From an optimization exercise on the open Yosys and OpenROAD flow, aimed at small area, a short achievable clock period and few clock cycles per item; shortcuts taken in it are not production practice.
Only simulation tests tie the RTL to the original design; equivalence was not proved.
Power figures rest on the tool's default switching activity, not on a simulated workload.

## design/flow/flow/run.sh

```bash
#!/bin/bash
# Own layout flow: the standard layout (standard.sh) with three changes.
#  1. Synthesis is the standard synthesis script (synth_recipe.tcl) except
#     that ABC maps with flow/abc.script (area-oriented mapping without
#     ABC's own buffering and sizing; the placer's repair fixes fanout).
#     Everything else, registers and their names included, is as standard.
#  2. The port buffers are plain sky130_fd_sc_hd__buf_1 cells.
#  3. Clock tree synthesis gets explicit arguments (flow/cts_args.txt):
#     clkbuf_8 cells in sink clusters, without dummy loads.
# Each tool's output goes to its own log in this folder (synth.log,
# layout.log) besides ORFS's own logs under orfs/logs.
set -euo pipefail
here=$(pwd)
abc_script=$here/flow/abc.script
# synthesis script: synth_recipe.tcl with the ABC script swapped
{
  head -n 1 synth_recipe.tcl
  cat <<TCL
proc abc {args} {
  set i [lsearch -exact \$args -script]
  if {\$i >= 0} { lset args [expr {\$i + 1}] $abc_script }
  yosys abc {*}\$args
}
TCL
  tail -n +2 synth_recipe.tcl
} > own_synth.tcl
sed "s#SYNTH_SCRIPT=[^ ]*\.tcl#SYNTH_SCRIPT=$here/own_synth.tcl#" standard.sh > own_standard.sh
if ! grep -q "own_synth.tcl" own_standard.sh; then
  cp standard.sh own_standard.sh   # fall back to the standard synthesis
fi
export BUFFER_PORTS_ARGS="-buffer_cell sky130_fd_sc_hd__buf_1"
export CTS_ARGS="$(cat flow/cts_args.txt)"
bash own_standard.sh synth > synth.log 2>&1
bash own_standard.sh finish > layout.log 2>&1
```

## design/flow/flow/abc.script

```
strash
dch
map -B 0.9
```

## design/flow/flow/cts_args.txt

```
-sink_clustering_enable -repair_clock_nets -sink_clustering_size 30 -sink_clustering_max_diameter 60 -buf_list sky130_fd_sc_hd__clkbuf_16 -dont_use_dummy_load
```

## design/flow/standard.sh

```bash
#!/bin/bash
# synth_recipe.tcl (not shown) runs the flow's synth.tcl, then flattens the netlist and writes it again
# the make line also repeats each setting of config.mk as NAME=value (left out here)
make -C /OpenROAD-flow-scripts/flow DESIGN_CONFIG=/design/flow/config.mk WORK_HOME=/design/flow/orfs CLKGATE_MAP_FILE= SYNTH_SCRIPT=/design/flow/synth_recipe.tcl "${@:-finish}"
```

## design/flow/config.mk

```make
export PLATFORM = sky130hd
export DESIGN_NAME = div32
export DESIGN_NICKNAME = div32
export VERILOG_FILES = /design/flow/design.v
export SDC_FILE = /design/flow/constraint.sdc
export NUM_CORES = 4
export LEC_CHECK = 0
export ABC_AREA = 1
export CAP_MARGIN = 20
export CORE_MARGIN = 2
export CORE_UTILIZATION = 60
export CTS_BUF_LIST = sky130_fd_sc_hd__clkbuf_8
export CTS_CLUSTER_DIAMETER = 50
export CTS_CLUSTER_SIZE = 20
export SLEW_MARGIN = 20
```

## design/flow/constraint.sdc

```tcl
create_clock -name core_clock -period 140.0 [get_ports {clk}]
set_input_delay 28.0000 -clock core_clock [delete_from_list [all_inputs] [get_ports {clk}]]
set_output_delay 28.0000 -clock core_clock [all_outputs]
set_load 0.01 [all_outputs]
```

## design/flow/design.v

```verilog
module divmod
#(parameter W = 32)
(
    input  wire [W-1:0] n,    
    input  wire [31:0]  b,    
    output wire [W-1:0] ro,   
    output wire         qo    
);
wire [W:0]   c;
wire [W-1:0] x = c[W-1:0] ^ ~b[W-1:0];
assign c[0] = 1'b1;
genvar k;
generate for (k = 0; k < W; k = k + 1) begin : chain
    assign c[k+1] = x[k] ? n[k] : c[k];
end endgenerate
generate if (W < 32) begin : narrow
    assign qo = c[W] & ~|b[31:W];
end else begin : full
    assign qo = c[W];
end endgenerate
assign ro = n ^ ({W{qo}} & x);
endmodule
module div32
(
    input  wire        clk,
    input  wire        rst,
    input  wire        in_valid,
    output wire        in_ready,
    input  wire [31:0] in_q,
    input  wire [31:0] in_b,
    output reg         out_valid,
    output reg  [31:0] out_q,
    output reg  [31:0] out_r
);
assign in_ready = 1'b1;
reg        v0;
reg [31:0] d0;
reg [31:0] b0;
always @(posedge clk) begin
    v0 <= in_valid & ~rst;
    d0 <= in_q;
    b0 <= in_b;
end
wire [0:0] r0;
wire        q0;
divmod #(.W(1)) Stage0 (.n(d0[31]), .b(b0), .ro(r0), .qo(q0));
wire [31:0] e0 = {d0[30:0], q0};
wire [1:0] r1;
wire        q1;
divmod #(.W(2)) Stage1 (.n({r0, e0[31]}), .b(b0), .ro(r1), .qo(q1));
wire [31:0] e1 = {e0[30:0], q1};
wire [2:0] r2;
wire        q2;
divmod #(.W(3)) Stage2 (.n({r1, e1[31]}), .b(b0), .ro(r2), .qo(q2));
wire [31:0] e2 = {e1[30:0], q2};
wire [3:0] r3;
wire        q3;
divmod #(.W(4)) Stage3 (.n({r2, e2[31]}), .b(b0), .ro(r3), .qo(q3));
wire [31:0] e3 = {e2[30:0], q3};
wire [4:0] r4;
wire        q4;
divmod #(.W(5)) Stage4 (.n({r3, e3[31]}), .b(b0), .ro(r4), .qo(q4));
wire [31:0] e4 = {e3[30:0], q4};
wire [5:0] r5;
wire        q5;
divmod #(.W(6)) Stage5 (.n({r4, e4[31]}), .b(b0), .ro(r5), .qo(q5));
wire [31:0] e5 = {e4[30:0], q5};
wire [6:0] r6;
wire        q6;
divmod #(.W(7)) Stage6 (.n({r5, e5[31]}), .b(b0), .ro(r6), .qo(q6));
wire [31:0] e6 = {e5[30:0], q6};
wire [7:0] r7;
wire        q7;
divmod #(.W(8)) Stage7 (.n({r6, e6[31]}), .b(b0), .ro(r7), .qo(q7));
wire [31:0] e7 = {e6[30:0], q7};
wire [8:0] r8;
wire        q8;
divmod #(.W(9)) Stage8 (.n({r7, e7[31]}), .b(b0), .ro(r8), .qo(q8));
wire [31:0] e8 = {e7[30:0], q8};
wire [9:0] r9;
wire        q9;
divmod #(.W(10)) Stage9 (.n({r8, e8[31]}), .b(b0), .ro(r9), .qo(q9));
wire [31:0] e9 = {e8[30:0], q9};
wire [10:0] r10;
wire        q10;
divmod #(.W(11)) Stage10 (.n({r9, e9[31]}), .b(b0), .ro(r10), .qo(q10));
wire [31:0] e10 = {e9[30:0], q10};
wire [11:0] r11;
wire        q11;
divmod #(.W(12)) Stage11 (.n({r10, e10[31]}), .b(b0), .ro(r11), .qo(q11));
wire [31:0] e11 = {e10[30:0], q11};
reg        v1;
reg [31:0] d1;
reg [31:0] b1;
reg [11:0] r1_q;
always @(posedge clk) begin
    v1 <= v0 & ~rst;
    d1 <= e11;
    b1 <= b0;
    r1_q <= r11;
end
wire [12:0] r12;
wire        q12;
divmod #(.W(13)) Stage12 (.n({r1_q, d1[31]}), .b(b1), .ro(r12), .qo(q12));
wire [31:0] e12 = {d1[30:0], q12};
wire [13:0] r13;
wire        q13;
divmod #(.W(14)) Stage13 (.n({r12, e12[31]}), .b(b1), .ro(r13), .qo(q13));
wire [31:0] e13 = {e12[30:0], q13};
wire [14:0] r14;
wire        q14;
divmod #(.W(15)) Stage14 (.n({r13, e13[31]}), .b(b1), .ro(r14), .qo(q14));
wire [31:0] e14 = {e13[30:0], q14};
wire [15:0] r15;
wire        q15;
divmod #(.W(16)) Stage15 (.n({r14, e14[31]}), .b(b1), .ro(r15), .qo(q15));
wire [31:0] e15 = {e14[30:0], q15};
wire [16:0] r16;
wire        q16;
divmod #(.W(17)) Stage16 (.n({r15, e15[31]}), .b(b1), .ro(r16), .qo(q16));
wire [31:0] e16 = {e15[30:0], q16};
wire [17:0] r17;
wire        q17;
divmod #(.W(18)) Stage17 (.n({r16, e16[31]}), .b(b1), .ro(r17), .qo(q17));
wire [31:0] e17 = {e16[30:0], q17};
wire [18:0] r18;
wire        q18;
divmod #(.W(19)) Stage18 (.n({r17, e17[31]}), .b(b1), .ro(r18), .qo(q18));
wire [31:0] e18 = {e17[30:0], q18};
reg        v2;
reg [31:0] d2;
reg [31:0] b2;
reg [18:0] r2_q;
always @(posedge clk) begin
    v2 <= v1 & ~rst;
    d2 <= e18;
    b2 <= b1;
    r2_q <= r18;
end
wire [19:0] r19;
wire        q19;
divmod #(.W(20)) Stage19 (.n({r2_q, d2[31]}), .b(b2), .ro(r19), .qo(q19));
wire [31:0] e19 = {d2[30:0], q19};
wire [20:0] r20;
wire        q20;
divmod #(.W(21)) Stage20 (.n({r19, e19[31]}), .b(b2), .ro(r20), .qo(q20));
wire [31:0] e20 = {e19[30:0], q20};
wire [21:0] r21;
wire        q21;
divmod #(.W(22)) Stage21 (.n({r20, e20[31]}), .b(b2), .ro(r21), .qo(q21));
wire [31:0] e21 = {e20[30:0], q21};
wire [22:0] r22;
wire        q22;
divmod #(.W(23)) Stage22 (.n({r21, e21[31]}), .b(b2), .ro(r22), .qo(q22));
wire [31:0] e22 = {e21[30:0], q22};
wire [23:0] r23;
wire        q23;
divmod #(.W(24)) Stage23 (.n({r22, e22[31]}), .b(b2), .ro(r23), .qo(q23));
wire [31:0] e23 = {e22[30:0], q23};
reg        v3;
reg [31:0] d3;
reg [31:0] b3;
reg [23:0] r3_q;
always @(posedge clk) begin
    v3 <= v2 & ~rst;
    d3 <= e23;
    b3 <= b2;
    r3_q <= r23;
end
wire [24:0] r24;
wire        q24;
divmod #(.W(25)) Stage24 (.n({r3_q, d3[31]}), .b(b3), .ro(r24), .qo(q24));
wire [31:0] e24 = {d3[30:0], q24};
wire [25:0] r25;
wire        q25;
divmod #(.W(26)) Stage25 (.n({r24, e24[31]}), .b(b3), .ro(r25), .qo(q25));
wire [31:0] e25 = {e24[30:0], q25};
wire [26:0] r26;
wire        q26;
divmod #(.W(27)) Stage26 (.n({r25, e25[31]}), .b(b3), .ro(r26), .qo(q26));
wire [31:0] e26 = {e25[30:0], q26};
wire [27:0] r27;
wire        q27;
divmod #(.W(28)) Stage27 (.n({r26, e26[31]}), .b(b3), .ro(r27), .qo(q27));
wire [31:0] e27 = {e26[30:0], q27};
reg        v4;
reg [31:0] d4;
reg [31:0] b4;
reg [27:0] r4_q;
always @(posedge clk) begin
    v4 <= v3 & ~rst;
    d4 <= e27;
    b4 <= b3;
    r4_q <= r27;
end
wire [28:0] r28;
wire        q28;
divmod #(.W(29)) Stage28 (.n({r4_q, d4[31]}), .b(b4), .ro(r28), .qo(q28));
wire [31:0] e28 = {d4[30:0], q28};
wire [29:0] r29;
wire        q29;
divmod #(.W(30)) Stage29 (.n({r28, e28[31]}), .b(b4), .ro(r29), .qo(q29));
wire [31:0] e29 = {e28[30:0], q29};
wire [30:0] r30;
wire        q30;
divmod #(.W(31)) Stage30 (.n({r29, e29[31]}), .b(b4), .ro(r30), .qo(q30));
wire [31:0] e30 = {e29[30:0], q30};
wire [31:0] r31;
wire        q31;
divmod #(.W(32)) Stage31 (.n({r30, e30[31]}), .b(b4), .ro(r31), .qo(q31));
wire [31:0] e31 = {e30[30:0], q31};
always @(posedge clk) begin
    out_valid <= v4 & ~rst;
    out_q     <= e31;
    out_r     <= r31;
end
endmodule
```

==> summary.txt <==
## stage by stage
| stage | utilization [%] | cells | power, W |
|---|---|---|---|
| 2_1_floorplan | - | 4233 | 0.000217 |
| 3_3_place_gp | 63.6 | 4970 | 0.000232 |
| 3_5_place_dp | 63.6 | 4970 | 0.000233 |
| 4_1_cts | 65.7 | 5007 | 0.000322 |
| 5_1_grt | 65.7 | 5007 | 0.000342 |
| 6_report | 65.7 | 5007 | 0.000319 |
## sequential cells by signal, summed over array words and instances, names as in the netlist
name	count
b0	32
d2	32
r2_q	19
v3	1
b1	32
v2	1
out_q	32
r1_q	12
b2	32
out_valid	1
d0	32
b4	32
out_r	32
r3_q	24
v4	1
b3	32
d1	32
v1	1
r4_q	28
d3	32
v0	1
d4	32
## Yosys cell counts (all sizes together)
| library cell | instances |
|---|---|
| a211oi | 3 |
| a21boi | 6 |
| a21o | 4 |
| a21oi | 18 |
| a31o | 1 |
| a31oi | 2 |
| a41oi | 1 |
| and2 | 1 |
| buf | 1 |
| clkinv | 494 |
| conb | 1 |
| dfxtp | 473 |
| nand2 | 1619 |
| nand3 | 743 |
| nand3b | 10 |
| nand4 | 36 |
| nor2 | 165 |
| nor3 | 1 |
| nor4 | 9 |
| o2111ai | 1 |
| o211ai | 5 |
| o21a | 3 |
| o21ai | 72 |
| o21bai | 38 |
| or2 | 32 |
| or4 | 1 |
| xnor2 | 138 |
| xor2 | 355 |
## worst max path at each step
stage          startpoint         to  slack [ns]  cells past startpoint
2_1_floorplan    out_q[0]   out_q[0]      111.67                      0
3_3_place_gp    out_q[25]  out_q[25]      111.56                      1
3_5_place_dp    out_q[31]  out_q[31]      111.53                      1
4_1_cts         out_q[31]  out_q[31]      110.87                      1
5_1_grt            b0[28]    r1_q[7]      108.99                    183
6_report        out_q[31]  out_q[31]      110.91                      1
## report_power, final
| part | leakage, nW | switching [W] | internal (W) |
|---|---|---|---|
| logic | 8.99 | 0.0000518 | 0.0000272 |
| clock network | 0.456 | 0.0000423 | 0.0000465 |
| registers | 3.95 | 0.00000651 | 0.000144 |
## routing by layer
metal	track usage (%)	wire length, um	vias up
met1	26.7	24700	10756
met3	2.62	1380	64
met5	0	0	-
met4	6.85	1230	0
li1	-	-	13756
met2	43.9	25800	236
## kinds of logic (layout without fill, tap and decap cells)
group | count (synthesis) | after routing | share of synthesized area (%)
flops | 473 | 473 | 34.3
compound gates | 154 | 154 | 3.40
xor+xnor | 493 | 493 | 15.7
buf+inv | 495 | 669 | 6.75
other cells | 1 | 1 | 0.0136
simple gates | 2617 | 2617 | 39.9
## worst register-to-register path, delay by kind of cell (launching register included)
family / cells / cell delay [ns]
AO/OA/AOI/OAI: 35 / 6.67
AND/OR/NAND/NOR: 120 / 15.80
XOR/XNOR: 9 / 1.98
buffers and inverters: 19 / 2.41
flip-flops: 1 / 0.32
## final cells by class
type	count	area share [%]
Multi-Input combinational cell	3265	54.5
Timing Repair Buffer	138	1.83
Sequential cell	473	31.8
Inverter	494	6.22
Clock buffer	37	3.11
Tap cell	600	2.52
==> results by group <==
Cells and area
  – Area Growth Syn to Fin: 8.03%
  – Net count, final: 4476
  – Commonest cells after routing, fill and taps aside: nand2_1, nand3_1, clkinv_1, dfxtp_1, xor2_1
  – Commonest non-fill, non-tap cell in the layout: nand2_1
  – Register area: 9470 um^2
  – Ant diodes: 0
  – Final instance area: 29800 um^2
  – Area taken by multi-input logic gates: 16300 um^2
  – Fill count: 4278
  – Fraction of final layout cells sized beyond drive strength 1: 1.91%

Critical path
  – Worst-path cell chain: buf_1
  – RR Startpoint: b0[28]
  – WP buf/inv: 1
  – Crit Path Class: reg2out
  – CP delay by family, top: flip-flops
  – Crit path largest cell delay: 0.33 ns
  – CP Capture Type: primary output
  – Reg2reg setup slack: 112.67 ns
  – Reg-to-reg endpoint: r1_q[10]
  – CP Max Fanout: 1
  – WP data arrival: 1.09 ns
  – Path depth of the worst reg2reg path: 183
  – Startpoint type of the worst setup path: flop
  – CP Data Required Time: 112.00 ns
  – Crit-path slowest cell: dfxtp_1

Synth
  – Top-area cell type share of the netlist area: 34.3%
  – Synth cell types: 28
  – Post-Syn Area: 27600 um^2
  – Yosys warning count: 1
  – #FFs+latches synth: 473
  – Seq/Total Area, Yosys: 34.3%
  – Biggest area consumer among synthesized cells: dfxtp_1
  – Post-Syn Instances: 4233
  – Syn Nets: 4300
  – Top cells by area, synth: dfxtp_1, nand2_1, nand3_1, xor2_1, clkinv_1
  – Synthesized area per cell: 6.52 um^2

STA
  – Final min period: 29.09 ns
  – RSZ-0062 raised after global routing: no
  – Min Hold Slack: 0.269 ns
  – Fmax: 34.4 MHz
  – Final Skew: 0.0829 ns
  – Final Hold Viols: 0
  – Fin worst setup slack: 110.91 ns
  – Rel. slew slack: 31.6%
  – Actual slew at the worst max-slew pin: 1.02 ns
  – Final period util: 20.8%
  – Setup Viol. Count Final: 0
  – Setup TNS: 0 ns
  – Slew Viols, Final: 0

Global routing
  – Initial antenna violation count: 0
  – Total GRT Usage: 23.0%
  – GRT overflow: 0
  – Number of global-route vias before repair: 22250
  – First-pass GRT wire length: 94700 um
  – Largest net degree at the start of global routing: 63

CTS
  – Post_cts resized: 0
  – CTS Buf Count: 37
  – Clock latency (worst-skew pair): 0.59 ns
  – CTS Hold Buffers Added: 0
  – Max clock buf depth: 3
  – Post-CTS setup buffer count: 0
  – Sink Count: 473
  – Clock slew at reported path FFs: 0.10 ns
  – CTS root buf: clkbuf_16
  – CTS H-tree depth: 2
  – CTS tree: yes

Worst hold path
  – Hold Path End: out_q[8]
  – HP Class: reg2reg
  – HP Start: d4[4]
  – Worst hold path depth: 0

Route
  – WL per Instance: 10.6 um
  – Drt first pass iters: 5
  – Via count: 24812
  – Drt via density: 4.96
  – DRT iter0 DRCs: 1015
  – ANT nets after route: 0
  – Total wire length: 53100 um
  – DRC Markers: 0

Die
  – Die area: 47700 um^2
  – I/O Pins: 133
  – Row cnt: 78
  – Initial Util: 60.8%
  – Placeable Area: 45400 um^2
  – Die Wd: 218 um
  – DIE HEIGHT: 218 um

Status
  – Status: complete, no violations

Placed design
  – I/O Buffers: 131
  – Pre-CTS setup slack: 111.53 ns
  – Detailed Place HPWL: 43600 um
  – Area after DPL: 28900 um^2
  – Placer congestion estimate: 0.885

Job
  – Max-cap violations: 0

Pwr
  – P per Cell Area: 10.7 nW/um^2
  – Max VDD drop: 10.7 uV
  – Leakage power: 13.4 nW
Testbench counts, summed over its fixed seeds: cycles 16,048, items 16,000.

## port drivers added, routing unchanged
Ports are ideal in the flow. The routed layout listed here was re-timed in OpenROAD. Step 1 assumes that a clkbuf_16 drives the clock port and a buf_2 every other input. Step 2 also shifts input and output timing later by t, the mid clock arrival at the registers, as if the neighbouring blocks saw the same clock. Three values: ideal, step 1, step 2; two values: the first two.
t, ns: 0.603
setup slack, ns: 110.914 / 110.858 / 111.461
clock arrival spread, ns: 0.084 / 0.084
pins driven straight from the clock port: 1
After both steps this run still meets setup and hold. For this run, drivers alone change the setup slack by -0.056 ns; drivers and shift together by +0.547 ns.
